This is an optimization exercise on Yosys and OpenROAD, whose aim is small area, a short achievable clock period and few clock cycles, not a production implementation. The RTL was checked by simulation tests, not by an equivalence proof against the original design. No activity file was given, so power comes from the tool's default toggle rates.

==> flow/design.v (excerpt) <==
module LCD_CTRL(
    input clk, cmd_valid, reset,
    input [3:0] cmd,
    input [7:0] IROM_Q,
    output IRAM_valid, IROM_rd, busy, done,
    output [5:0] IROM_A,
    output [5:0] IRAM_A,
    output [7:0] IRAM_D
);
    reg [2:0] r, c;           
    reg [1:0] ri0, ri1, ci0, ci1;
    reg [1:0] pri0, pri1, pci0, pci1;   
    reg       busy_r, cv, cw, wph, done_r, rom_rd, ram_v;
    reg       rsp;            
    reg       smax, smin, savg;
    reg       sperm;          
    reg [9:0] ssum;           
    reg       sv;             
    reg [3:0] srow, scol;     
    reg [5:0] rom_a, ram_a, wend;
    reg [7:0] ram_d;
    reg [63:0] ld;            
    reg [7:0] x0, x1, x2, x3;  
    reg       l0, l1, l2, l3;  
    assign busy = busy_r;
    assign done = done_r;
    assign IROM_rd = rom_rd;
    assign IROM_A = rom_a;
    assign IRAM_valid = ram_v;
    assign IRAM_A = ram_a;
    assign IRAM_D = ram_d;
    wire wc = l0 & l1 & l2 & l3;              
    wire [7:0] wd0, wd1, wd2, wd3;
    wire lb0, lb1, lb2, lb3;
    wire wcf = (l0 | lb0) & (l1 | lb1) & (l2 | lb2) & (l3 | lb3);
    wire opx = cv & (sperm ? wcf : (wc & (~savg | sv)));
    wire g01 = x0 >= x1, g02 = x0 >= x2, g03 = x0 >= x3;
    wire g12 = x1 >= x2, g13 = x1 >= x3, g23 = x2 >= x3;
    wire [7:0] vmax = ({8{ g01 &  g02 &  g03}} & x0) | ({8{~g01 &  g12 &  g13}} & x1) |
                      ({8{~g02 & ~g12 &  g23}} & x2) | ({8{~g03 & ~g13 & ~g23}} & x3);
  ...
Settings: LEC_CHECK=0, ABC_AREA=1, CAP_MARGIN=20, CORE_MARGIN=2, CORE_UTILIZATION=55, CTS_CLUSTER_DIAMETER=100, CTS_CLUSTER_SIZE=24, SLEW_MARGIN=20, SYNTH_HIERARCHICAL=1; clock period 10.0 ns.
standard.sh (not shown) runs the stock make flow with config.mk's settings and CLKGATE_MAP_FILE= SYNTH_SCRIPT=/design/flow/synth_recipe.tcl, a recipe that flattens the netlist after the stock synthesis.
==> flow/flow/run.sh <==
#!/bin/bash
# The standard layout with three changes: plain buffers on the ports; in the otherwise standard
# (hierarchical) synthesis, the pixel banks (module lcd_bank) are mapped by an area-oriented ABC
# script (flow/bank.script) and the rest by the standard one; timing repair aiming for a setup
# slack of 6.9 ns at the 10 ns clock.
set -euo pipefail
here=$(pwd)
cat > own_synth.tcl <<EOF2
proc abc {args} {
  set i [lsearch -exact \$args -script]
  set a2 \$args
  lset a2 [expr {\$i + 1}] $here/flow/bank.script
  yosys abc {*}\$a2 lcd_bank
  yosys abc {*}\$args LCD_CTRL
}
EOF2
cat synth_recipe.tcl >> own_synth.tcl
export BUFFER_PORTS_ARGS="-buffer_cell sky130_fd_sc_hd__buf_4"
bash standard.sh SYNTH_SCRIPT=$here/own_synth.tcl SETUP_SLACK_MARGIN=6.9 finish > standard.log 2>&1
==> flow/flow/bank.script <==
strash
dch
amap
topo
stime -c
Testbench counts at the start, summed over its fixed seeds: cycles 11,002.
Rerun with:
--- a/flow/flow/run.sh
+++ b/flow/flow/run.sh
@@ -3,5 +3,5 @@
 # (hierarchical) synthesis, the pixel banks (module lcd_bank) are mapped by an area-oriented ABC
 # script (flow/bank.script) and the rest by the standard one; timing repair aiming for a setup
-# slack of 6.9 ns at the 10 ns clock.
+# slack of 7 ns at the 10 ns clock.
 set -euo pipefail
 here=$(pwd)
@@ -17,3 +17,3 @@
 cat synth_recipe.tcl >> own_synth.tcl
 export BUFFER_PORTS_ARGS="-buffer_cell sky130_fd_sc_hd__buf_4"
-bash standard.sh SYNTH_SCRIPT=$here/own_synth.tcl SETUP_SLACK_MARGIN=6.9 finish > standard.log 2>&1
+bash standard.sh SYNTH_SCRIPT=$here/own_synth.tcl SETUP_SLACK_MARGIN=7 finish > standard.log 2>&1
Settings changed: CTS_CLUSTER_DIAMETER 100 to 110, CTS_CLUSTER_SIZE 24 to 27.
Effect: The new run passed the timing, DRC and antenna checks. Final cell count hardly moves. Wire length rose by 0.39%. Clock skew hardly moves. Flip-flop and latch count is unchanged. Worst setup slack loses 36 ps. Fmax fell by 1.1%. Register-to-register slack gains 190 ps.
Rerun with:
Settings changed: CORE_UTILIZATION 55 to 58, CTS_CLUSTER_DIAMETER 110 to 100, CTS_CLUSTER_SIZE 27 to 24.
Outcome: Worst hold slack loses 4.6 ps. Synthesized cell count does not change. Synthesized area does not change. Register-to-register slack gains 40 ps. Non-clock buffer count fell by 5. Sequential power barely changes. Design area hardly moves.

========
## try-umber
LCD_CTRL, a different RTL version from the one above (not shown whole).
Size in the first run: about 2400 cells after synthesis, roughly 39 I/O pins, roughly 30000 um2 of cells after synthesis.
export LEC_CHECK = 0
export ABC_AREA = 0
export CAP_MARGIN = 20
export CORE_MARGIN = 2
export CORE_UTILIZATION = 55
export CTS_CLUSTER_DIAMETER = 100
export CTS_CLUSTER_SIZE = 24
export SLEW_MARGIN = 20
export SYNTH_HIERARCHICAL = 1
create_clock -name core_clock -period 10.0 [get_ports {clk}]
==> flow/flow/run.sh <==
#!/bin/bash
# The standard layout with three changes: plain buffers on the ports; in the otherwise standard
# (hierarchical) synthesis, the pixel banks (module lcd_bank) are mapped by an area-oriented ABC
# script (flow/bank.script) and the rest by the standard one; timing repair aiming for a setup
# slack of 7 ns at the 10 ns clock.
set -euo pipefail
here=$(pwd)
cat > own_synth.tcl <<EOF2
proc abc {args} {
  set i [lsearch -exact \$args -script]
  set a2 \$args
  lset a2 [expr {\$i + 1}] $here/flow/bank.script
  yosys abc {*}\$a2 lcd_bank
  yosys abc {*}\$args LCD_CTRL
}
EOF2
cat synth_recipe.tcl >> own_synth.tcl
export BUFFER_PORTS_ARGS="-buffer_cell sky130_fd_sc_hd__buf_4"
bash standard.sh SYNTH_SCRIPT=$here/own_synth.tcl SETUP_SLACK_MARGIN=7 finish > standard.log 2>&1
Scripts as last shown in full above: flow/flow/bank.script
Testbench counts of try-umber, summed over its fixed seeds: cycles 11,002.
For try-tundra, these inputs were changed with respect to try-umber:
- changing ABC_AREA from 0 to 1
Findings:
try-umber -> try-tundra: post-synthesis sequential element count delta 0, exact match
On fraction of synthesized cell area in xor and xnor cells, the lower figure sits with try-tundra, not try-umber.
Run comparison: try-tundra cell type of the slowest stage on the worst timing path sky130_fd_sc_hd__dfrtp_2; try-umber cell type of the slowest stage on the worst timing path sky130_fd_sc_hd__dfxtp_4
The run showing the greater layout filler cell count is try-tundra.
Delta (try-tundra minus try-umber): overall power of the completed layout saw an increase; initial core utilization saw a decrease.
Changes in try-fjord relative to try-tundra:
diff --git a/flow/flow/run.sh b/flow/flow/run.sh
--- a/flow/flow/run.sh
+++ b/flow/flow/run.sh
@@ -5 +5 @@
-# slack of 7 ns at the 10 ns clock.
+# slack of 6.9 ns at the 10 ns clock.
@@ -19 +19 @@
-bash standard.sh SYNTH_SCRIPT=$here/own_synth.tcl SETUP_SLACK_MARGIN=7 finish > standard.log 2>&1
+bash standard.sh SYNTH_SCRIPT=$here/own_synth.tcl SETUP_SLACK_MARGIN=6.9 finish > standard.log 2>&1
Findings:
Insertion delay of the later-clocked pin in the worst-skew pair of try-fjord is on par with try-tundra.
[try-fjord vs try-tundra] flop-to-flop setup slack: lower in try-fjord
Lower met3 usage in global routing among try-tundra and try-fjord: try-fjord
The wire length was comparable across try-tundra and try-fjord.
Comparing try-tundra with try-fjord, the required time of the worst setup path came out essentially unchanged.
The switching part of the total power reported for try-fjord is greater than that of try-tundra by 0.31 points.
Any difference in maximum operating frequency between try-tundra and try-fjord is small enough to ignore.

## afterwards: timing with drivers on the ports
Ports are ideal in the flow. The routed layouts listed here were re-timed in OpenROAD.
Step 1, drivers: a clkbuf_16 drives clk and a buf_2 each remaining input, both assumed.
Step 2 adds t to the input delays and takes it off the output delays; t is the mean of the earliest and latest rising clock arrival at the registers after step 1. Input paths then give back, and output paths get back, about the clock's delay inside the block.
Three values: no drivers, after step 1, after step 2; two values: the first two.
run | shift t [ns] | setup slack, ns | hold WS [ns] | worst setup path after step 2
the first run of note 1 | 0.641 | 6.842 / 6.784 / 6.363 | 0.458 / 0.458 / 0.458 | input to register
the second run of note 1 | 0.675 | 6.805 / 6.747 / 6.348 | 0.464 / 0.464 / 0.464 | input to register
the third run of note 1 | 0.645 | 6.831 / 6.769 / 6.472 | 0.460 / 0.460 / 0.460 | input to register
try-umber | 0.627 | 6.801 / 6.737 / 6.397 | 0.471 / 0.471 / 0.471 | input to register
try-tundra | 0.646 | 6.807 / 6.742 / 6.484 | 0.463 / 0.463 / 0.463 | input to register
try-fjord | 0.653 | 6.807 / 6.743 / 6.422 | 0.459 / 0.459 / 0.459 | input to register
After both steps every run listed still meets setup and hold. The setup slack of the first run of note 1, which loses most, moves by -0.058 ns with the drivers and by -0.479 ns with both steps.
